This is an optimization exercise on Yosys and OpenROAD, whose aim is a short achievable clock period, not a production implementation. The RTL of this run was laid out without a check of its function. The clock cells of this run come from the design's own scripts or RTL, not from TritonCTS. No driver is modelled on the clock port, so clock power and skew are understated where the tree is cut down; a real chip needs a root buffer or a tree.

[flow/config.mk]
export PLATFORM = sky130hd
export DESIGN_NAME = alu
export DESIGN_NICKNAME = alu
export VERILOG_FILES = /design/flow/design.v
export SDC_FILE = /design/flow/constraint.sdc
export NUM_CORES = 4
export LEC_CHECK = 0
export CAP_MARGIN = 20
export CORE_MARGIN = 2
export CORE_UTILIZATION = 40
export SLEW_MARGIN = 20
[flow/constraint.sdc]
create_clock -name core_clock -period 8.0 [get_ports {CLK}]
set_input_delay 1.6000 -clock core_clock [delete_from_list [all_inputs] [get_ports {CLK}]]
set_output_delay 1.6000 -clock core_clock [all_outputs]
set_load 0.01 [all_outputs]
[flow/design.v]
module alu(OPA, OPB, CIN, INP_VALID, CLK, RST, CMD, CE, MODE, COUT, OFLOW, RES, G, E, L, ERR);
    input [7:0] OPA, OPB;
    input CLK, RST, CE, MODE, CIN;
    input [1:0] INP_VALID;
    input [3:0] CMD;
    output reg [15:0] RES;
    output reg COUT, OFLOW, G, E, L, ERR;
    wire vab = INP_VALID[0] & INP_VALID[1];
    wire va = INP_VALID[0];
    wire vb = INP_VALID[1];
    wire am = CE & MODE;
    wire lm = CE & ~MODE;
    wire d_add = am & vab & (CMD == 4'd0);
    wire d_sub = am & vab & (CMD == 4'd1);
    wire d_addc = am & vab & (CMD == 4'd2);
    wire d_subc = am & vab & (CMD == 4'd3);
    wire d_inca = am & va & (CMD == 4'd4);
    wire d_deca = am & va & (CMD == 4'd5);
    wire d_incb = am & vb & (CMD == 4'd6);
    wire d_decb = am & vb & (CMD == 4'd7);
    wire d_cmp = am & vab & (CMD == 4'd8);
    wire d_sadd = am & vab & (CMD == 4'd11);
    wire d_ssub = am & vab & (CMD == 4'd12);
    wire d_and = lm & vab & (CMD == 4'd0);
    wire d_nand = lm & vab & (CMD == 4'd1);
    wire d_or = lm & vab & (CMD == 4'd2);
    wire d_nor = lm & vab & (CMD == 4'd3);
    wire d_xor = lm & vab & (CMD == 4'd4);
    wire d_xnor = lm & vab & (CMD == 4'd5);
    wire d_nota = lm & va & (CMD == 4'd6);
    wire d_notb = lm & vb & (CMD == 4'd7);
    wire d_shra = lm & va & (CMD == 4'd8);
    wire d_shla = lm & va & (CMD == 4'd9);
    wire d_shrb = lm & vb & (CMD == 4'd10);
    wire d_shlb = lm & vb & (CMD == 4'd11);
    wire d_rol = lm & vab & (CMD == 4'd12);
    wire d_ror = lm & vab & (CMD == 4'd13);
    wire mul_en = am & vab & (CMD[3:2] == 2'b10) & (CMD[1] ^ CMD[0]);
    wire [9:0] y = {2'b00, OPB};
    wire [9:0] xa = {2'b00, OPA};
    wire b0i_y0 = 1'b1, b0i_y1 = y[0], b0i_y2 = y[1];
    wire one0i = b0i_y1 ^ b0i_y0;
    wire e0i = b0i_y2 ^ b0i_y1;
    wire [8:0] row0i_d = {9{b0i_y2}} ^ (one0i ? xa[8:0] : ({9{e0i}} & {xa[7:0], 1'b1}));
    wire b0s_y0 = 1'b0, b0s_y1 = y[0], b0s_y2 = y[1];
    wire one0s = b0s_y1 ^ b0s_y0;
    wire e0s = b0s_y2 ^ b0s_y1;
    wire [8:0] row0s_d = {9{b0s_y2}} ^ (one0s ? xa[8:0] : ({9{e0s}} & {xa[7:0], 1'b0}));
    wire cor0i_d = ~y[1] | y[0];
    wire cor0s_d = y[1];
    wire b1_y0 = y[1], b1_y1 = y[2], b1_y2 = y[3];
    wire one1 = b1_y1 ^ b1_y0;               
    wire e1 = b1_y2 ^ b1_y1;                 
    wire [8:1] row1_d = {8{b1_y2}} ^ (one1 ? xa[8:1] : ({8{e1}} & xa[7:0]));
    wire row1i0_d = b1_y2 ^ (one1 ? xa[0] : e1);
    wire row1s0_d = b1_y2 ^ (one1 & xa[0]);
    wire cor1i_d = (~b1_y2 & (b1_y1 | b1_y0)) | (b1_y2 & b1_y1 & b1_y0);
    wire cor1s_d = b1_y2;
    wire b2_y0 = y[3], b2_y1 = y[4], b2_y2 = y[5];
    wire one2 = b2_y1 ^ b2_y0;               
    wire e2 = b2_y2 ^ b2_y1;                 
    wire [8:1] row2_d = {8{b2_y2}} ^ (one2 ? xa[8:1] : ({8{e2}} & xa[7:0]));
    wire row2i0_d = b2_y2 ^ (one2 ? xa[0] : e2);
    wire row2s0_d = b2_y2 ^ (one2 & xa[0]);
    wire cor2i_d = (~b2_y2 & (b2_y1 | b2_y0)) | (b2_y2 & b2_y1 & b2_y0);
    wire cor2s_d = b2_y2;
    wire b3_y0 = y[5], b3_y1 = y[6], b3_y2 = y[7];
    wire one3 = b3_y1 ^ b3_y0;               
    wire e3 = b3_y2 ^ b3_y1;                 
    wire [8:1] row3_d = {8{b3_y2}} ^ (one3 ? xa[8:1] : ({8{e3}} & xa[7:0]));
    wire row3i0_d = b3_y2 ^ (one3 ? xa[0] : e3);
    wire row3s0_d = b3_y2 ^ (one3 & xa[0]);
    wire cor3i_d = (~b3_y2 & (b3_y1 | b3_y0)) | (b3_y2 & b3_y1 & b3_y0);
    wire cor3s_d = b3_y2;
    wire b4_y0 = y[7], b4_y1 = y[8], b4_y2 = y[9];
    wire one4 = b4_y1 ^ b4_y0;               
    wire e4 = b4_y2 ^ b4_y1;                 
    wire [7:1] row4_d = {7{b4_y2}} ^ (one4 ? xa[7:1] : ({7{e4}} & xa[6:0]));
    wire row4i0_d = b4_y2 ^ (one4 ? xa[0] : e4);
    wire row4s0_d = b4_y2 ^ (one4 & xa[0]);
    wire cor4i_d = (~b4_y2 & (b4_y1 | b4_y0)) | (b4_y2 & b4_y1 & b4_y0);
    wire cor4s_d = b4_y2;
    wire [15:0] rol_d = {OPA, OPA} << OPB[1:0];    
    wire [15:0] ror_d = {OPA, OPA} >> OPB[1:0];
    wire cu_d = CIN & ~CMD[3] & CMD[1] & ~CMD[0];       
    wire cv_d = ~(CIN & ~CMD[3] & CMD[1] & CMD[0]);    
    reg [8:0] row0i_q, row0s_q;
    reg cor0i_q, cor0s_q;
    reg [8:1] row1_q;
    reg row1i0_q, row1s0_q, cor1i_q, cor1s_q;
    reg [8:1] row2_q;
    reg row2i0_q, row2s0_q, cor2i_q, cor2s_q;
    reg [8:1] row3_q;
    reg row3i0_q, row3s0_q, cor3i_q, cor3s_q;
    reg [7:1] row4_q;
    reg row4i0_q, row4s0_q, cor4i_q, cor4s_q;
    reg [3:0] nsgn_q;        
    reg m_inc_q, m_sft_q;
    reg [7:0] a_q, b_q;
    reg [7:0] rol_q, ror_q;    
    reg err1_q;                
    reg [7:0] ug_q, up_q, vg_q, vp_q;
    reg ug0c_q, vg0c_q;
    reg cu_q, cv_q, bmax_cin_q, za_q, zb_q;
    reg q_add;
    reg q_sub;
    reg q_addc;
    reg q_subc;
    reg q_inca;
    reg q_deca;
    reg q_incb;
    reg q_decb;
    reg q_cmp;
    reg q_sadd;
    reg q_ssub;
    reg q_and;
    reg q_nand;
    reg q_or;
    reg q_nor;
    reg q_xor;
    reg q_xnor;
    reg q_nota;
    reg q_notb;
    reg q_shra;
    reg q_shla;
    reg q_shrb;
    reg q_shlb;
    reg q_rol;
    reg q_ror;
    always @(posedge CLK) begin
        row0i_q <= row0i_d; row0s_q <= row0s_d;
        cor0i_q <= cor0i_d; cor0s_q <= cor0s_d;
        row1_q <= row1_d;
        row1i0_q <= row1i0_d; row1s0_q <= row1s0_d;
        cor1i_q <= cor1i_d; cor1s_q <= cor1s_d;
        row2_q <= row2_d;
        row2i0_q <= row2i0_d; row2s0_q <= row2s0_d;
        cor2i_q <= cor2i_d; cor2s_q <= cor2s_d;
        row3_q <= row3_d;
        row3i0_q <= row3i0_d; row3s0_q <= row3s0_d;
        cor3i_q <= cor3i_d; cor3s_q <= cor3s_d;
        row4_q <= row4_d;
        row4i0_q <= row4i0_d; row4s0_q <= row4s0_d;
        cor4i_q <= cor4i_d; cor4s_q <= cor4s_d;
        nsgn_q <= ~{OPB[7], OPB[5], OPB[3], OPB[1]};
        m_inc_q <= mul_en & CMD[0];
        m_sft_q <= mul_en & ~CMD[0];
        a_q <= OPA;
        rol_q <= rol_d[15:8];
        ror_q <= ror_d[7:0];
        err1_q <= (d_rol | d_ror) & (|OPB[7:3]);
        ug_q <= OPA & OPB;
        up_q <= OPA ^ OPB;
        vg_q <= OPA & ~OPB;
        vp_q <= ~(OPA ^ OPB);
        ug0c_q <= (OPA[0] & OPB[0]) | ((OPA[0] ^ OPB[0]) & cu_d);
        vg0c_q <= (OPA[0] & ~OPB[0]) | (~(OPA[0] ^ OPB[0]) & cv_d);
        b_q <= OPB;
        cu_q <= cu_d;
        cv_q <= cv_d;
        bmax_cin_q <= CIN & (&OPB);
        za_q <= (OPA == 8'd0);
        zb_q <= (OPB == 8'd0);
        q_add <= d_add;
        q_sub <= d_sub;
        q_addc <= d_addc;
        q_subc <= d_subc;
        q_inca <= d_inca;
        q_deca <= d_deca;
        q_incb <= d_incb;
        q_decb <= d_decb;
        q_cmp <= d_cmp;
        q_sadd <= d_sadd;
        q_ssub <= d_ssub;
        q_and <= d_and;
        q_nand <= d_nand;
        q_or <= d_or;
        q_nor <= d_nor;
        q_xor <= d_xor;
        q_xnor <= d_xnor;
        q_nota <= d_nota;
        q_notb <= d_notb;
        q_shra <= d_shra;
        q_shla <= d_shla;
        q_shrb <= d_shrb;
        q_shlb <= d_shlb;
        q_rol <= d_rol;
        q_ror <= d_ror;
    end
    wire u_G0_1 = ug_q[1] | (up_q[1] & ug0c_q);
    wire u_G0_2 = ug_q[2] | (up_q[2] & ug_q[1]);
    wire u_P0_2 = up_q[2] & up_q[1];
    wire u_G0_3 = ug_q[3] | (up_q[3] & ug_q[2]);
    wire u_P0_3 = up_q[3] & up_q[2];
    wire u_G0_4 = ug_q[4] | (up_q[4] & ug_q[3]);
    wire u_P0_4 = up_q[4] & up_q[3];
    wire u_G0_5 = ug_q[5] | (up_q[5] & ug_q[4]);
    wire u_P0_5 = up_q[5] & up_q[4];
    wire u_G0_6 = ug_q[6] | (up_q[6] & ug_q[5]);
    wire u_P0_6 = up_q[6] & up_q[5];
    wire u_G0_7 = ug_q[7] | (up_q[7] & ug_q[6]);
    wire u_P0_7 = up_q[7] & up_q[6];
    wire u_G1_2 = u_G0_2 | (u_P0_2 & ug0c_q);
    wire u_G1_3 = u_G0_3 | (u_P0_3 & u_G0_1);
    wire u_G1_4 = u_G0_4 | (u_P0_4 & u_G0_2);
    wire u_P1_4 = u_P0_4 & u_P0_2;
    wire u_G1_5 = u_G0_5 | (u_P0_5 & u_G0_3);
    wire u_P1_5 = u_P0_5 & u_P0_3;
    wire u_G1_6 = u_G0_6 | (u_P0_6 & u_G0_4);
    wire u_P1_6 = u_P0_6 & u_P0_4;
    wire u_G1_7 = u_G0_7 | (u_P0_7 & u_G0_5);
    wire u_P1_7 = u_P0_7 & u_P0_5;
    wire u_G2_4 = u_G1_4 | (u_P1_4 & ug0c_q);
    wire u_G2_5 = u_G1_5 | (u_P1_5 & u_G0_1);
    wire u_G2_6 = u_G1_6 | (u_P1_6 & u_G1_2);
    wire u_G2_7 = u_G1_7 | (u_P1_7 & u_G1_3);
    wire v_G0_1 = vg_q[1] | (vp_q[1] & vg0c_q);
    wire v_G0_2 = vg_q[2] | (vp_q[2] & vg_q[1]);
    wire v_P0_2 = vp_q[2] & vp_q[1];
    wire v_G0_3 = vg_q[3] | (vp_q[3] & vg_q[2]);
    wire v_P0_3 = vp_q[3] & vp_q[2];
    wire v_G0_4 = vg_q[4] | (vp_q[4] & vg_q[3]);
    wire v_P0_4 = vp_q[4] & vp_q[3];
    wire v_G0_5 = vg_q[5] | (vp_q[5] & vg_q[4]);
    wire v_P0_5 = vp_q[5] & vp_q[4];
    wire v_G0_6 = vg_q[6] | (vp_q[6] & vg_q[5]);
    wire v_P0_6 = vp_q[6] & vp_q[5];
    wire v_G0_7 = vg_q[7] | (vp_q[7] & vg_q[6]);
    wire v_P0_7 = vp_q[7] & vp_q[6];
    wire v_G1_2 = v_G0_2 | (v_P0_2 & vg0c_q);
    wire v_G1_3 = v_G0_3 | (v_P0_3 & v_G0_1);
    wire v_G1_4 = v_G0_4 | (v_P0_4 & v_G0_2);
    wire v_P1_4 = v_P0_4 & v_P0_2;
    wire v_G1_5 = v_G0_5 | (v_P0_5 & v_G0_3);
    wire v_P1_5 = v_P0_5 & v_P0_3;
    wire v_G1_6 = v_G0_6 | (v_P0_6 & v_G0_4);
    wire v_P1_6 = v_P0_6 & v_P0_4;
    wire v_G1_7 = v_G0_7 | (v_P0_7 & v_G0_5);
    wire v_P1_7 = v_P0_7 & v_P0_5;
    wire v_G2_4 = v_G1_4 | (v_P1_4 & vg0c_q);
    wire v_G2_5 = v_G1_5 | (v_P1_5 & v_G0_1);
    wire v_G2_6 = v_G1_6 | (v_P1_6 & v_G1_2);
    wire v_G2_7 = v_G1_7 | (v_P1_7 & v_G1_3);
    wire [7:0] su = {(up_q[7] ^ u_G2_6), (up_q[6] ^ u_G2_5), (up_q[5] ^ u_G2_4), (up_q[4] ^ u_G1_3), (up_q[3] ^ u_G1_2), (up_q[2] ^ u_G0_1), (up_q[1] ^ ug0c_q), (up_q[0] ^ cu_q)};
    wire cu8 = u_G2_7;
    wire [7:0] sv = {(vp_q[7] ^ v_G2_6), (vp_q[6] ^ v_G2_5), (vp_q[5] ^ v_G2_4), (vp_q[4] ^ v_G1_3), (vp_q[3] ^ v_G1_2), (vp_q[2] ^ v_G0_1), (vp_q[1] ^ vg0c_q), (vp_q[0] ^ cv_q)};
    wire cv8 = v_G2_7;
    wire [7:0] ia = a_q + 8'd1;
    wire [7:0] da = a_q - 8'd1;
    wire [7:0] ib = b_q + 8'd1;
    wire [7:0] db = b_q - 8'd1;
    wire s8a = up_q[7] ^ cu8;      
    wire s8s = vp_q[7] ^ cv8;      
    wire eq = &vp_q;
    wire zsa = ~(|su) & ~s8a;
    wire zss = ~(|sv) & ~s8s;
    wire berr = |b_q[7:3];
    wire [7:0] rol8 = b_q[2] ? {rol_q[3:0], rol_q[7:4]} : rol_q;
    wire [7:0] ror8 = b_q[2] ? {ror_q[3:0], ror_q[7:4]} : ror_q;
    wire [7:0] lo8 =
          ({8{q_add | q_addc | q_sadd}} & su)
        | ({8{q_sub | q_subc | q_ssub}} & sv)
        | ({8{q_inca}} & ia) | ({8{q_deca}} & da) | ({8{q_incb}} & ib) | ({8{q_decb}} & db)
        | ({8{q_and}} & (a_q & b_q)) | ({8{q_nand}} & ~(a_q & b_q))
        | ({8{q_or}} & (a_q | b_q)) | ({8{q_nor}} & ~(a_q | b_q))
        | ({8{q_xor}} & (a_q ^ b_q)) | ({8{q_xnor}} & ~(a_q ^ b_q))
        | ({8{q_nota}} & ~a_q) | ({8{q_notb}} & ~b_q)
        | ({8{q_shra}} & {1'b0, a_q[7:1]}) | ({8{q_shla}} & {a_q[6:0], 1'b0})
        | ({8{q_shrb}} & {1'b0, b_q[7:1]}) | ({8{q_shlb}} & {b_q[6:0], 1'b0})
        | ({8{q_rol & ~berr}} & rol8) | ({8{q_ror & ~berr}} & ror8);
    wire hi = (q_sadd & s8a) | (q_ssub & s8s);
    wire [15:0] other = {{8{hi}}, lo8};
    wire cout_d = ((q_add | q_addc) & cu8) | (q_sadd & s8a) | (q_ssub & s8s);
    wire oflow_d = (q_sub & ~cv8) | (q_subc & ~cv8 & ~bmax_cin_q)
        | (q_deca & za_q) | (q_decb & zb_q)
        | (q_sadd & ~up_q[7] & (su[7] ^ ug_q[7]))      
        | (q_ssub & ~vp_q[7] & (sv[7] ^ vg_q[7]));     
    wire g_d = (q_cmp & cv8 & ~eq) | (q_sadd & ~s8a & ~zsa) | (q_ssub & ~s8s & ~zss);
    wire e_d = (q_cmp & eq) | (q_sadd & zsa) | (q_ssub & zss);
    wire l_d = (q_cmp & ~cv8) | (q_sadd & s8a) | (q_ssub & s8s);
    wire err_d = err1_q;
    wire t0s = row1_q[4] ^ row2_q[2];
    wire t0c = row1_q[4] & row2_q[2];
    wire t1s = row1_q[5] ^ row2_q[3];
    wire t1c = row1_q[5] & row2_q[3];
    wire t2s = row1_q[6] ^ row2_q[4] ^ row3_q[2];
    wire t2c = (row1_q[6] & row2_q[4]) | (row1_q[6] & row3_q[2]) | (row2_q[4] & row3_q[2]);
    wire t3s = row0i_q[8] ^ row4i0_q;
    wire t3c = row0i_q[8] & row4i0_q;
    wire t4s = row1_q[7] ^ row2_q[5] ^ row3_q[3];
    wire t4c = (row1_q[7] & row2_q[5]) | (row1_q[7] & row3_q[3]) | (row2_q[5] & row3_q[3]);
    wire t5s = row4_q[1] ^ ~nsgn_q[0];
    wire t5c = row4_q[1] & ~nsgn_q[0];
    wire t6s = row1_q[8] ^ row2_q[6] ^ row3_q[4];
    wire t6c = (row1_q[8] & row2_q[6]) | (row1_q[8] & row3_q[4]) | (row2_q[6] & row3_q[4]);
    wire t7s = row4_q[2] ^ ~nsgn_q[0];
    wire t7c = row4_q[2] & ~nsgn_q[0];
    wire t8s = row2_q[7] ^ row3_q[5] ^ row4_q[3];
    wire t8c = (row2_q[7] & row3_q[5]) | (row2_q[7] & row4_q[3]) | (row3_q[5] & row4_q[3]);
    wire t9s = nsgn_q[1] ^ nsgn_q[0];
    wire t9c = nsgn_q[1] & nsgn_q[0];
    wire t10s = row2_q[8] ^ row3_q[6] ^ row4_q[4];
    wire t10c = (row2_q[8] & row3_q[6]) | (row2_q[8] & row4_q[4]) | (row3_q[6] & row4_q[4]);
    wire t11s = row1_q[2] ^ row0i_q[4];
    wire t11c = row1_q[2] & row0i_q[4];
    wire t12s = row1_q[3] ^ row2_q[1];
    wire t12c = row1_q[3] & row2_q[1];
    wire t13s = t0s ^ row0i_q[6] ^ row3i0_q;
    wire t13c = (t0s & row0i_q[6]) | (t0s & row3i0_q) | (row0i_q[6] & row3i0_q);
    wire t14s = t0c ^ t1s ^ row3_q[1];
    wire t14c = (t0c & t1s) | (t0c & row3_q[1]) | (t1s & row3_q[1]);
    wire t15s = t1c ^ t2s ^ t3s;
    wire t15c = (t1c & t2s) | (t1c & t3s) | (t2s & t3s);
    wire t16s = t2c ^ t3c ^ t4s;
    wire t16c = (t2c & t3c) | (t2c & t4s) | (t3c & t4s);
    wire t17s = t4c ^ t5c ^ t6s;
    wire t17c = (t4c & t5c) | (t4c & t6s) | (t5c & t6s);
    wire t18s = t6c ^ t7c ^ t8s;
    wire t18c = (t6c & t7c) | (t6c & t8s) | (t7c & t8s);
    wire t19s = t8c ^ t9c ^ t10s;
    wire t19c = (t8c & t9c) | (t8c & t10s) | (t9c & t10s);
    wire t20s = t10c ^ row3_q[7] ^ row4_q[5];
    wire t20c = (t10c & row3_q[7]) | (t10c & row4_q[5]) | (row3_q[7] & row4_q[5]);
    wire t21s = row3_q[8] ^ row4_q[6];
    wire t21c = row3_q[8] & row4_q[6];
    wire t22s = row0i_q[2] ^ row1i0_q;
    wire t22c = row0i_q[2] & row1i0_q;
    wire t23s = row1_q[1] ^ row0i_q[3];
    wire t23c = row1_q[1] & row0i_q[3];
    wire t24s = t11s ^ row2i0_q ^ cor2i_q;
    wire t24c = (t11s & row2i0_q) | (t11s & cor2i_q) | (row2i0_q & cor2i_q);
    wire t25s = t11c ^ t12s ^ row0i_q[5];
    wire t25c = (t11c & t12s) | (t11c & row0i_q[5]) | (t12s & row0i_q[5]);
    wire t26s = t12c ^ t13s ^ cor3i_q;
    wire t26c = (t12c & t13s) | (t12c & cor3i_q) | (t13s & cor3i_q);
    wire t27s = t13c ^ t14s ^ row0i_q[7];
    wire t27c = (t13c & t14s) | (t13c & row0i_q[7]) | (t14s & row0i_q[7]);
    wire t28s = t14c ^ t15s ^ cor4i_q;
    wire t28c = (t14c & t15s) | (t14c & cor4i_q) | (t15s & cor4i_q);
    wire t29s = t15c ^ t16s ^ t5s;
    wire t29c = (t15c & t16s) | (t15c & t5s) | (t16s & t5s);
    wire t30s = t16c ^ t17s ^ t7s;
    wire t30c = (t16c & t17s) | (t16c & t7s) | (t17s & t7s);
    wire t31s = t17c ^ t18s ^ t9s;
    wire t31c = (t17c & t18s) | (t17c & t9s) | (t18s & t9s);
    wire t32s = t18c ^ t19s ^ 1'b1;
    wire t32c = (t18c & t19s) | (t18c & 1'b1) | (t19s & 1'b1);
    wire t33s = t19c ^ t20s ^ nsgn_q[2];
    wire t33c = (t19c & t20s) | (t19c & nsgn_q[2]) | (t20s & nsgn_q[2]);
    wire t34s = t20c ^ t21s ^ 1'b1;
    wire t34c = (t20c & t21s) | (t20c & 1'b1) | (t21s & 1'b1);
    wire t35s = t21c ^ row4_q[7] ^ nsgn_q[3];
    wire t35c = (t21c & row4_q[7]) | (t21c & nsgn_q[3]) | (row4_q[7] & nsgn_q[3]);
    wire t36s = row1_q[4] ^ row2_q[2];
    wire t36c = row1_q[4] & row2_q[2];
    wire t37s = row1_q[5] ^ row2_q[3];
    wire t37c = row1_q[5] & row2_q[3];
    wire t38s = row0s_q[8] ^ row4s0_q;
    wire t38c = row0s_q[8] & row4s0_q;
    wire t39s = row4_q[1] ^ ~nsgn_q[0];
    wire t39c = row4_q[1] & ~nsgn_q[0];
    wire t40s = row4_q[2] ^ ~nsgn_q[0];
    wire t40c = row4_q[2] & ~nsgn_q[0];
    wire t41s = nsgn_q[1] ^ nsgn_q[0];
    wire t41c = nsgn_q[1] & nsgn_q[0];
    wire t42s = row1_q[2] ^ row0s_q[4];
    wire t42c = row1_q[2] & row0s_q[4];
    wire t43s = row1_q[3] ^ row2_q[1];
    wire t43c = row1_q[3] & row2_q[1];
    wire t44s = t36s ^ row0s_q[6] ^ row3s0_q;
    wire t44c = (t36s & row0s_q[6]) | (t36s & row3s0_q) | (row0s_q[6] & row3s0_q);
    wire t45s = t36c ^ t37s ^ row3_q[1];
    wire t45c = (t36c & t37s) | (t36c & row3_q[1]) | (t37s & row3_q[1]);
    wire t46s = t37c ^ t2s ^ t38s;
    wire t46c = (t37c & t2s) | (t37c & t38s) | (t2s & t38s);
    wire t47s = t2c ^ t38c ^ t4s;
    wire t47c = (t2c & t38c) | (t2c & t4s) | (t38c & t4s);
    wire t48s = t4c ^ t39c ^ t6s;
    wire t48c = (t4c & t39c) | (t4c & t6s) | (t39c & t6s);
    wire t49s = t6c ^ t40c ^ t8s;
    wire t49c = (t6c & t40c) | (t6c & t8s) | (t40c & t8s);
    wire t50s = t8c ^ t41c ^ t10s;
    wire t50c = (t8c & t41c) | (t8c & t10s) | (t41c & t10s);
    wire t51s = row3_q[8] ^ row4_q[6];
    wire t51c = row3_q[8] & row4_q[6];
    wire t52s = row0s_q[2] ^ row1s0_q;
    wire t52c = row0s_q[2] & row1s0_q;
    wire t53s = row1_q[1] ^ row0s_q[3];
    wire t53c = row1_q[1] & row0s_q[3];
    wire t54s = t42s ^ row2s0_q ^ cor2s_q;
    wire t54c = (t42s & row2s0_q) | (t42s & cor2s_q) | (row2s0_q & cor2s_q);
    wire t55s = t42c ^ t43s ^ row0s_q[5];
    wire t55c = (t42c & t43s) | (t42c & row0s_q[5]) | (t43s & row0s_q[5]);
    wire t56s = t43c ^ t44s ^ cor3s_q;
    wire t56c = (t43c & t44s) | (t43c & cor3s_q) | (t44s & cor3s_q);
    wire t57s = t44c ^ t45s ^ row0s_q[7];
    wire t57c = (t44c & t45s) | (t44c & row0s_q[7]) | (t45s & row0s_q[7]);
    wire t58s = t45c ^ t46s ^ cor4s_q;
    wire t58c = (t45c & t46s) | (t45c & cor4s_q) | (t46s & cor4s_q);
    wire t59s = t46c ^ t47s ^ t39s;
    wire t59c = (t46c & t47s) | (t46c & t39s) | (t47s & t39s);
    wire t60s = t47c ^ t48s ^ t40s;
    wire t60c = (t47c & t48s) | (t47c & t40s) | (t48s & t40s);
    wire t61s = t48c ^ t49s ^ t41s;
    wire t61c = (t48c & t49s) | (t48c & t41s) | (t49s & t41s);
    wire t62s = t49c ^ t50s ^ 1'b1;
    wire t62c = (t49c & t50s) | (t49c & 1'b1) | (t50s & 1'b1);
    wire t63s = t50c ^ t20s ^ nsgn_q[2];
    wire t63c = (t50c & t20s) | (t50c & nsgn_q[2]) | (t20s & nsgn_q[2]);
    wire t64s = t20c ^ t51s ^ 1'b1;
    wire t64c = (t20c & t51s) | (t20c & 1'b1) | (t51s & 1'b1);
    wire f_g0 = ((row0i_q[0] & m_inc_q) | (1'b0 & m_sft_q)) & ((cor0i_q & m_inc_q) | (1'b0 & m_sft_q));
    wire f_p0 = ((row0i_q[0] & m_inc_q) | (1'b0 & m_sft_q)) ^ ((cor0i_q & m_inc_q) | (1'b0 & m_sft_q));
    wire f_g1 = ((row0i_q[1] & m_inc_q) | (row0s_q[0] & m_sft_q)) & ((1'b0 & m_inc_q) | (cor0s_q & m_sft_q));
    wire f_p1 = ((row0i_q[1] & m_inc_q) | (row0s_q[0] & m_sft_q)) ^ ((1'b0 & m_inc_q) | (cor0s_q & m_sft_q));
    wire f_g2 = ((t22s & m_inc_q) | (row0s_q[1] & m_sft_q)) & ((cor1i_q & m_inc_q) | (1'b0 & m_sft_q));
    wire f_p2 = ((t22s & m_inc_q) | (row0s_q[1] & m_sft_q)) ^ ((cor1i_q & m_inc_q) | (1'b0 & m_sft_q));
    wire f_g3 = ((t22c & m_inc_q) | (t52s & m_sft_q)) & ((t23s & m_inc_q) | (cor1s_q & m_sft_q));
    wire f_p3 = ((t22c & m_inc_q) | (t52s & m_sft_q)) ^ ((t23s & m_inc_q) | (cor1s_q & m_sft_q));
    wire f_g4 = ((t23c & m_inc_q) | (t52c & m_sft_q)) & ((t24s & m_inc_q) | (t53s & m_sft_q));
    wire f_p4 = ((t23c & m_inc_q) | (t52c & m_sft_q)) ^ ((t24s & m_inc_q) | (t53s & m_sft_q));
    wire f_g5 = ((t24c & m_inc_q) | (t53c & m_sft_q)) & ((t25s & m_inc_q) | (t54s & m_sft_q));
    wire f_p5 = ((t24c & m_inc_q) | (t53c & m_sft_q)) ^ ((t25s & m_inc_q) | (t54s & m_sft_q));
    wire f_g6 = ((t25c & m_inc_q) | (t54c & m_sft_q)) & ((t26s & m_inc_q) | (t55s & m_sft_q));
    wire f_p6 = ((t25c & m_inc_q) | (t54c & m_sft_q)) ^ ((t26s & m_inc_q) | (t55s & m_sft_q));
    wire f_g7 = ((t26c & m_inc_q) | (t55c & m_sft_q)) & ((t27s & m_inc_q) | (t56s & m_sft_q));
    wire f_p7 = ((t26c & m_inc_q) | (t55c & m_sft_q)) ^ ((t27s & m_inc_q) | (t56s & m_sft_q));
    wire f_g8 = ((t27c & m_inc_q) | (t56c & m_sft_q)) & ((t28s & m_inc_q) | (t57s & m_sft_q));
    wire f_p8 = ((t27c & m_inc_q) | (t56c & m_sft_q)) ^ ((t28s & m_inc_q) | (t57s & m_sft_q));
    wire f_g9 = ((t28c & m_inc_q) | (t57c & m_sft_q)) & ((t29s & m_inc_q) | (t58s & m_sft_q));
    wire f_p9 = ((t28c & m_inc_q) | (t57c & m_sft_q)) ^ ((t29s & m_inc_q) | (t58s & m_sft_q));
    wire f_g10 = ((t29c & m_inc_q) | (t58c & m_sft_q)) & ((t30s & m_inc_q) | (t59s & m_sft_q));
    wire f_p10 = ((t29c & m_inc_q) | (t58c & m_sft_q)) ^ ((t30s & m_inc_q) | (t59s & m_sft_q));
    wire f_g11 = ((t30c & m_inc_q) | (t59c & m_sft_q)) & ((t31s & m_inc_q) | (t60s & m_sft_q));
    wire f_p11 = ((t30c & m_inc_q) | (t59c & m_sft_q)) ^ ((t31s & m_inc_q) | (t60s & m_sft_q));
    wire f_g12 = ((t31c & m_inc_q) | (t60c & m_sft_q)) & ((t32s & m_inc_q) | (t61s & m_sft_q));
    wire f_p12 = ((t31c & m_inc_q) | (t60c & m_sft_q)) ^ ((t32s & m_inc_q) | (t61s & m_sft_q));
    wire f_g13 = ((t32c & m_inc_q) | (t61c & m_sft_q)) & ((t33s & m_inc_q) | (t62s & m_sft_q));
    wire f_p13 = ((t32c & m_inc_q) | (t61c & m_sft_q)) ^ ((t33s & m_inc_q) | (t62s & m_sft_q));
    wire f_g14 = ((t33c & m_inc_q) | (t62c & m_sft_q)) & ((t34s & m_inc_q) | (t63s & m_sft_q));
    wire f_p14 = ((t33c & m_inc_q) | (t62c & m_sft_q)) ^ ((t34s & m_inc_q) | (t63s & m_sft_q));
    wire f_g15 = ((t34c & m_inc_q) | (t63c & m_sft_q)) & ((t35s & m_inc_q) | (t64s & m_sft_q));
    wire f_p15 = ((t34c & m_inc_q) | (t63c & m_sft_q)) ^ ((t35s & m_inc_q) | (t64s & m_sft_q));
    wire f_G0_1 = f_g1 | (f_p1 & f_g0);
    wire f_G0_2 = f_g2 | (f_p2 & f_g1);
    wire f_P0_2 = f_p2 & f_p1;
    wire f_G0_3 = f_g3 | (f_p3 & f_g2);
    wire f_P0_3 = f_p3 & f_p2;
    wire f_G0_4 = f_g4 | (f_p4 & f_g3);
    wire f_P0_4 = f_p4 & f_p3;
    wire f_G0_5 = f_g5 | (f_p5 & f_g4);
    wire f_P0_5 = f_p5 & f_p4;
    wire f_G0_6 = f_g6 | (f_p6 & f_g5);
    wire f_P0_6 = f_p6 & f_p5;
    wire f_G0_7 = f_g7 | (f_p7 & f_g6);
    wire f_P0_7 = f_p7 & f_p6;
    wire f_G0_8 = f_g8 | (f_p8 & f_g7);
    wire f_P0_8 = f_p8 & f_p7;
    wire f_G0_9 = f_g9 | (f_p9 & f_g8);
    wire f_P0_9 = f_p9 & f_p8;
    wire f_G0_10 = f_g10 | (f_p10 & f_g9);
    wire f_P0_10 = f_p10 & f_p9;
    wire f_G0_11 = f_g11 | (f_p11 & f_g10);
    wire f_P0_11 = f_p11 & f_p10;
    wire f_G0_12 = f_g12 | (f_p12 & f_g11);
    wire f_P0_12 = f_p12 & f_p11;
    wire f_G0_13 = f_g13 | (f_p13 & f_g12);
    wire f_P0_13 = f_p13 & f_p12;
    wire f_G0_14 = f_g14 | (f_p14 & f_g13);
    wire f_P0_14 = f_p14 & f_p13;
    wire f_G0_15 = f_g15 | (f_p15 & f_g14);
    wire f_P0_15 = f_p15 & f_p14;
    wire f_G1_2 = f_G0_2 | (f_P0_2 & f_g0);
    wire f_G1_3 = f_G0_3 | (f_P0_3 & f_G0_1);
    wire f_G1_4 = f_G0_4 | (f_P0_4 & f_G0_2);
    wire f_P1_4 = f_P0_4 & f_P0_2;
    wire f_G1_5 = f_G0_5 | (f_P0_5 & f_G0_3);
    wire f_P1_5 = f_P0_5 & f_P0_3;
    wire f_G1_6 = f_G0_6 | (f_P0_6 & f_G0_4);
    wire f_P1_6 = f_P0_6 & f_P0_4;
    wire f_G1_7 = f_G0_7 | (f_P0_7 & f_G0_5);
    wire f_P1_7 = f_P0_7 & f_P0_5;
    wire f_G1_8 = f_G0_8 | (f_P0_8 & f_G0_6);
    wire f_P1_8 = f_P0_8 & f_P0_6;
    wire f_G1_9 = f_G0_9 | (f_P0_9 & f_G0_7);
    wire f_P1_9 = f_P0_9 & f_P0_7;
    wire f_G1_10 = f_G0_10 | (f_P0_10 & f_G0_8);
    wire f_P1_10 = f_P0_10 & f_P0_8;
    wire f_G1_11 = f_G0_11 | (f_P0_11 & f_G0_9);
    wire f_P1_11 = f_P0_11 & f_P0_9;
    wire f_G1_12 = f_G0_12 | (f_P0_12 & f_G0_10);
    wire f_P1_12 = f_P0_12 & f_P0_10;
    wire f_G1_13 = f_G0_13 | (f_P0_13 & f_G0_11);
    wire f_P1_13 = f_P0_13 & f_P0_11;
    wire f_G1_14 = f_G0_14 | (f_P0_14 & f_G0_12);
    wire f_P1_14 = f_P0_14 & f_P0_12;
    wire f_G1_15 = f_G0_15 | (f_P0_15 & f_G0_13);
    wire f_P1_15 = f_P0_15 & f_P0_13;
    wire f_G2_4 = f_G1_4 | (f_P1_4 & f_g0);
    wire f_G2_5 = f_G1_5 | (f_P1_5 & f_G0_1);
    wire f_G2_6 = f_G1_6 | (f_P1_6 & f_G1_2);
    wire f_G2_7 = f_G1_7 | (f_P1_7 & f_G1_3);
    wire f_G2_8 = f_G1_8 | (f_P1_8 & f_G1_4);
    wire f_P2_8 = f_P1_8 & f_P1_4;
    wire f_G2_9 = f_G1_9 | (f_P1_9 & f_G1_5);
    wire f_P2_9 = f_P1_9 & f_P1_5;
    wire f_G2_10 = f_G1_10 | (f_P1_10 & f_G1_6);
    wire f_P2_10 = f_P1_10 & f_P1_6;
    wire f_G2_11 = f_G1_11 | (f_P1_11 & f_G1_7);
    wire f_P2_11 = f_P1_11 & f_P1_7;
    wire f_G2_12 = f_G1_12 | (f_P1_12 & f_G1_8);
    wire f_P2_12 = f_P1_12 & f_P1_8;
    wire f_G2_13 = f_G1_13 | (f_P1_13 & f_G1_9);
    wire f_P2_13 = f_P1_13 & f_P1_9;
    wire f_G2_14 = f_G1_14 | (f_P1_14 & f_G1_10);
    wire f_P2_14 = f_P1_14 & f_P1_10;
    wire f_G2_15 = f_G1_15 | (f_P1_15 & f_G1_11);
    wire f_P2_15 = f_P1_15 & f_P1_11;
    wire f_G3_8 = f_G2_8 | (f_P2_8 & f_g0);
    wire f_G3_9 = f_G2_9 | (f_P2_9 & f_G0_1);
    wire f_G3_10 = f_G2_10 | (f_P2_10 & f_G1_2);
    wire f_G3_11 = f_G2_11 | (f_P2_11 & f_G1_3);
    wire f_G3_12 = f_G2_12 | (f_P2_12 & f_G2_4);
    wire f_G3_13 = f_G2_13 | (f_P2_13 & f_G2_5);
    wire f_G3_14 = f_G2_14 | (f_P2_14 & f_G2_6);
    wire f_G3_15 = f_G2_15 | (f_P2_15 & f_G2_7);
    wire [15:0] res_d = {((f_p15 | other[15]) ^ f_G3_14), ((f_p14 | other[14]) ^ f_G3_13), ((f_p13 | other[13]) ^ f_G3_12), ((f_p12 | other[12]) ^ f_G3_11), ((f_p11 | other[11]) ^ f_G3_10), ((f_p10 | other[10]) ^ f_G3_9), ((f_p9 | other[9]) ^ f_G3_8), ((f_p8 | other[8]) ^ f_G2_7), ((f_p7 | other[7]) ^ f_G2_6), ((f_p6 | other[6]) ^ f_G2_5), ((f_p5 | other[5]) ^ f_G2_4), ((f_p4 | other[4]) ^ f_G1_3), ((f_p3 | other[3]) ^ f_G1_2), ((f_p2 | other[2]) ^ f_G0_1), ((f_p1 | other[1]) ^ f_g0), ((f_p0 | other[0]) ^ 1'b0)};
    always @(posedge CLK or posedge RST) begin
        if (RST) begin
            RES <= 16'd0;
            COUT <= 1'b0; OFLOW <= 1'b0; G <= 1'b0; E <= 1'b0; L <= 1'b0; ERR <= 1'b0;
        end
        else begin
            RES <= res_d;
            COUT <= cout_d; OFLOW <= oflow_d; G <= g_d; E <= e_d; L <= l_d; ERR <= err_d;
        end
    end
endmodule
[flow/flow/run.sh]
#!/bin/bash
# Standard ORFS flow (the standard.sh) with:
#  - the standard flow's synthesis script wrapped so that ABC uses flow/abc_speed.script, and no
#    full-adder cell extraction;
#  - input port buffers resized and a hand-built clock tree of buf_16/buf_12 buffers
#    (flow/pre_cts.tcl, flow/manual_cts.tcl) in place of TritonCTS;
#  - after CTS, drive-0 and low-power cells sized up and one more timing repair
#    (flow/post_cts.tcl);
#  - repair_timing aiming well below the 8 ns constraint.
W=$(pwd)
export MY_FLOW_DIR=$W/flow
export MY_ABC_SCRIPT=$W/flow/abc_speed.script
export FLOW_SYNTH_TCL=$W/synth_recipe.tcl
export MCTS_NROOT=4
export MCTS_NLEAF=2
export MCTS_ROOT_CELL=sky130_fd_sc_hd__buf_16
export MCTS_LEAF_CELL=sky130_fd_sc_hd__buf_12
bash standard.sh SYNTH_SCRIPT=$W/flow/my_synth.tcl ADDER_MAP_FILE= ABC_CLOCK_PERIOD_IN_PS=1000 \
  PRE_CTS_TCL=$W/flow/pre_cts.tcl POST_CTS_TCL=$W/flow/post_cts.tcl SETUP_SLACK_MARGIN=5.65 finish > flow_make.log 2>&1
[flow/flow/abc_speed.script]
strash
&get -n
&st
&if -g -K 6
&syn2
&if -g -K 6
&put
dch
map {D}
buffer
upsize {D}
dnsize {D}
stime -p
[flow/flow/manual_cts.tcl]
proc mcts_split {items key} {
  set s [lsort -real -index $key $items]
  set h [expr {[llength $s] / 2}]
  return [list [lrange $s 0 [expr {$h - 1}]] [lrange $s $h end]]
}
proc mcts_groups {items n} {
  set groups [list $items]
  set key 1
  while {[llength $groups] < $n} {
    set ng {}
    foreach g $groups { lappend ng {*}[mcts_split $g $key] }
    set groups $ng
    set key [expr {$key == 1 ? 2 : 1}]
  }
  return $groups
}
proc mcts_center {g} {
  set sx 0; set sy 0
  foreach e $g { set sx [expr {$sx + [lindex $e 1]}]; set sy [expr {$sy + [lindex $e 2]}] }
  return [list [expr {int($sx / [llength $g])}] [expr {int($sy / [llength $g])}]]
}
proc mcts_buffer {block master name innet g} {
  lassign [mcts_center $g] cx cy
  set inst [odb::dbInst_create $block $master $name]
  set net [odb::dbNet_create $block "${name}_net"]
  $net setSigType CLOCK
  [$inst findITerm A] connect $innet
  [$inst findITerm X] connect $net
  foreach e $g { set it [lindex $e 0]; $it disconnect; $it connect $net }
  $inst setLocation $cx $cy
  $inst setPlacementStatus PLACED
  return [list [$inst findITerm A] $cx $cy]
}
proc manual_cts {args} {
  set nroot [expr {[info exists ::env(MCTS_NROOT)] ? $::env(MCTS_NROOT) : 4}]
  set nleaf [expr {[info exists ::env(MCTS_NLEAF)] ? $::env(MCTS_NLEAF) : 1}]
  set block [ord::get_db_block]
  set rcell [expr {[info exists ::env(MCTS_ROOT_CELL)] ? $::env(MCTS_ROOT_CELL) : "sky130_fd_sc_hd__clkbuf_16"}]
  set lcell [expr {[info exists ::env(MCTS_LEAF_CELL)] ? $::env(MCTS_LEAF_CELL) : "sky130_fd_sc_hd__clkbuf_16"}]
  set master [[ord::get_db] findMaster $rcell]
  set lmaster [[ord::get_db] findMaster $lcell]
  set clknet [[$block findBTerm CLK] getNet]
  set items {}
  foreach it [$clknet getITerms] {
    set b [[$it getInst] getBBox]
    lappend items [list $it [expr {([$b xMin] + [$b xMax]) / 2}] [expr {([$b yMin] + [$b yMax]) / 2}]]
  }
  puts "manual_cts: [llength $items] sinks, $nroot root buffers, $nleaf leaf buffers each"
  set r 0
  foreach g [mcts_groups $items $nroot] {
    if {$nleaf > 1} {
      # leaf buffers first, on the clock port's net; then the root buffer takes them over
      set leaves {}
      set l 0
      foreach lg [mcts_groups $g $nleaf] {
        lappend leaves [mcts_buffer $block $lmaster "clkbuf_m_${r}_$l" $clknet $lg]
        puts "manual_cts: leaf $r.$l drives [llength $lg] sinks"
        incr l
      }
      mcts_buffer $block $master "clkbuf_m_$r" $clknet $leaves
    } else {
      mcts_buffer $block $master "clkbuf_m_$r" $clknet $g
      puts "manual_cts: root $r drives [llength $g] sinks"
    }
    incr r
  }
}
[flow/flow/my_synth.tcl]
# The standard flow's synthesis script (synth_recipe.tcl), with Yosys's abc pass given our own ABC
# script: SOP balancing before a delay-driven standard-cell map.
proc abc {args} {
  set i [lsearch -exact $args -script]
  if {$i >= 0} { lset args [expr {$i + 1}] $::env(MY_ABC_SCRIPT) }
  yosys abc {*}$args
}
source $::env(FLOW_SYNTH_TCL)
[flow/flow/post_cts.tcl]
# End of ORFS's CTS step: size up the weakest logic cells (drive 0, low-power inverters)
# left by repair_timing, run one more round of timing repair, and legalize again.
foreach inst [get_cells *] {
  set m [get_property $inst ref_name]
  if {[regexp {^sky130_fd_sc_hd__([a-z0-9]+)_0$} $m -> base]} {
    catch { replace_cell $inst sky130_fd_sc_hd__${base}_1 }
  } elseif {[regexp {^sky130_fd_sc_hd__clkinvlp_([0-9]+)$} $m -> n]} {
    catch { replace_cell $inst sky130_fd_sc_hd__inv_$n }
  }
}
estimate_parasitics -placement
repair_timing_helper
detailed_placement
check_placement -verbose
[flow/flow/pre_cts.tcl]
# Start of ORFS's CTS step.
# 1. Input port buffers: a buf_8 on every input port (the standard flow's rule: every port keeps a
#    buffer); the ports fan out widely and the placement-time buffers are small.
foreach inst [get_cells input*] {
  set m [get_property $inst ref_name]
  if {[string match "sky130_fd_sc_hd__*buf*" $m]} {
    replace_cell $inst sky130_fd_sc_hd__buf_8
  }
}
# 2. Replace TritonCTS by the clock tree of manual_cts.tcl; the rest of the step
#    (legalization, timing repair) runs unchanged.
source $::env(MY_FLOW_DIR)/manual_cts.tcl
rename clock_tree_synthesis tritoncts_clock_tree_synthesis
proc clock_tree_synthesis {args} { manual_cts }
[flow/standard.sh]
#!/bin/bash
# synth_recipe.tcl (not shown) runs the flow's synth.tcl, then flattens the netlist and writes it again
# the make line also repeats each setting of config.mk as NAME=value (left out here)
make -C /OpenROAD-flow-scripts/flow DESIGN_CONFIG=/design/flow/config.mk WORK_HOME=/design/flow/orfs CLKGATE_MAP_FILE= SYNTH_SCRIPT=/design/flow/synth_recipe.tcl "${@:-finish}"
==> notes.md <==
==> path summary, 6_finish.rpt <==
path	startpoint	endpoint	slack, ps	cells after the start
min	err1_q	ERR	330	0
max reg2reg	row1_q[6]	RES[15]	5580	11
max	row1_q[6]	RES[15]	5580	11
min in group asynchronous	RST	RES[8]	1410	3
min reg2reg	err1_q	ERR	330	0
max in group asynchronous	RST	RES[6]	6250	3
==> layout make-up <==
class / count / share of cell area
inverters: 185 / 0.0525
plain buffers: 12 / 0.0163
multi-input cells: 1348 / 0.525
diodes: 2 / 0.000302
repair buffers: 226 / 0.142
well taps: 384 / 0.0290
flip-flops and latches: 184 / 0.234
repair inverters: 2 / 0.00121
==> state kept, by name (all words and copies together), names as in the netlist, 7 cells and up <==
signal   flops
row3_q       8
rol_q        8
vg_q         7
a_q          8
row1_q       8
RES         16
row0s_q      9
b_q          7
up_q         8
row2_q       8
row4_q       7
ug_q         7
ror_q        8
vp_q         8
row0i_q      9
==> report_power, final <==
part / internal, mW / switching, mW
clock network: 0.270 / 0.296
logic: 0.312 / 0.489
registers: 0.984 / 0.0762
==> per-layer routing <==
metal / GRT usage / wire [um] / share of wire
met4: 0.0813 / 1630 / 0.033
met1: 0.432 / 21300 / 0.43
met5: 0 / 0 / 0
met2: 0.477 / 21400 / 0.44
met3: 0.0581 / 4910 / 0.10
==> metrics by stage <==
step,instances,worst slack [ps]
after floorplan,1766,5570
after global placement,2157,4170
after detailed placement,2157,4130
after global routing,2341,5450
final,2343,5580
==> cells by family (layout without fill, tap and decap cells) <==
| group | Yosys count | in the layout |
|---|---|---|
| and+or+nand+nor | 907 | 907 |
| muxes | 2 | 2 |
| buffers and inverters | 234 | 425 |
| xor gates and xnor gates | 26 | 26 |
| AOI/OAI and AO/OA | 413 | 413 |
| other | 0 | 2 |
| DFF | 184 | 184 |
==> cell usage in the layout (no fill, tap or decap), types with 21 or more instances in the layout <==
cell and count:
dfxtp_1 127, nand3_2 27, nand4_1 88, dfrtp_1 22, nor2_2 30, nor2_1 141
buf_4 125, nand2_1 284, nand2_2 34, nor2_4 36, inv_1 141, nand3_1 135
buf_6 33, nand2_4 24, o21ai_2 29, o21ai_1 84, a21oi_1 87, nor3_1 22
a21oi_2 21, buf_12 27
==> critical path: cells and delay by family, from the launching register on <==
kind	cells	cell delay, ps
flip-flops	1	410
AND/OR/NAND/NOR	6	860
buffers and inverters	1	230
AO/OA/AOI/OAI	4	810
==> flow_summary.toml <==
[power_and_ir_drop]
total_power_mw = 2.43
power.leakage_nw = 7.08
power_density_nw_per_um2 = 146
vdd.ir_drop.worst_v = 0.000162

[worst_setup_path]
crit_type = "reg -> reg"
slowest_delay_ps = 410
start_kind = "flip-flop"
worst_setup_path_end_kind = "flip-flop"
required_ps = 8150
crit_fanout = 8
arrival_ps = 2570
slowest_stage = "dfxtp_4"
cp_cell_sequence = "nand2_4 > nand4_1 > buf_4 > a21boi_4 > a22oi_2 > nand4_1 > a22oi_2 > nand4_1 > o21bai_4 > nand2_1 > nand2_1"
crit_top_cell = "nand4_1"

[place]
hpwl_mm = 33.6
post_dp_cell_area_um2 = 12600
gp_congestion = 0.948
portBuffers = 48

[worst_hold_path]
hold_class = "reg -> reg"

[synth]
yosysMostFrequentCell = "nand2_1"
synth.avg_cell_area_um2 = 6.63
synth-compound-area-share = 0.225
synth.distinct_cells = 72
synthCells = 1766
synth_top_area_frac = 0.277
synth_edf_count = 0
yosys-top-cells-area = "dfxtp_1 28%, nand2_1 11%, nand3_1 7.0%"
synth-simple-area-share = 0.353
yosys_warnings = 1
muxShareOfSynthArea = 0.00171
synth_area_um2 = 11700
syn-num-nets = 1793
synth_commonest_cells = "341 x nand2_1, 206 x nor2_1, 181 x inv_1, 164 x nand3_1, 162 x dfxtp_1"
ys.flop_type = "dfxtp_1"
seq_area_frac_synth = 0.324
synth_top_cell_by_area = "dfxtp_1"
post_synth_xor_area_fraction = 0.0195
synth_fa_ha_area_frac = 0
synth-seq-cells = 184
synth_top_family_by_area = "simple AND/OR/NAND/NOR gates"
synthArstFlopShare = 0.120

[cells_and_area]
area_delta_synth_final_pct = 41.8
layout-drive-gt1-share = 0.324
regArea_um2 = 3870
fin_nets = 1986
fin_area_um2 = 16600
multiInputGateArea_um2 = 8710
nFillCells = 2602
final_core_util = 0.576

[timing]
worst_slew_pin_slew_ps = 630
slew_headroom = 0.577
max_freq_mhz = 413
final-setup-viol-count = 0
hold_violations = 0
finalCriticalPeriod_ps = 2420
tns_ps = 0
whs_ps = 335
clock_skew_ps = 27.1
rsz0062_at_grt = "true"
maxSlewViolCount = 0
fin_crit_sh = 0.303

[detailed_routing]
viasPerCell = 6.09
vias = 14300
finalWirelength_mm = 49.2
drtPass1Iterations = 6
drt.antenna.violating_nets = 0
avgRoutedWirePerCell_um = 21.0
drtIter0Drc = 1760
post-route-drc-count = 0

[grt]
grt_max_degree = 26
grt_pass1_vias = 13100
grt_antenna_before_repair = 2
grt_first_pass_wirelength_mm = 73.9
overflow = 0
grt_use_total = 0.306

[clock_tree]
path_clk_slew_ps = 110
clk_latency_ps = 260

[floorplan]
start_util = 0.407
die_h_um = 175
rows = 62
die_area_um2 = 30600
core_area_um2 = 28800
io_pins = 49
die_w_um = 175

[run]
cap_violations = 0

[run_status]
run_status = "finished clean"

-- port drivers added, routing unchanged --
In the flow no input, the clock included, has a driving cell. The finished layout below was timed again as built, in two steps. Step 1 assumes that a clkbuf_16 drives the clock port and a buf_2 every other input. Step 2 adds t to the input delays and takes it off the output delays; t is the mean of the earliest and latest rising clock arrival at the registers after step 1. Input paths then give back, and output paths get back, about the clock's delay inside the block. Slacks: ideal / step 1 / step 2; pairs: ideal / step 1.
t (ns): 0.364
setup WS [ns]: 5.580 / 5.490 / 5.357
hold slack, ns: 0.335 / 0.335 / 0.335
worst register clock-pin slew, ns: 0.11 / 0.11
pins driven straight from the clock port: 4
After both steps setup and hold are still met in this run. The setup slack of this run moves by -0.090 ns with the drivers and by -0.223 ns with both steps.
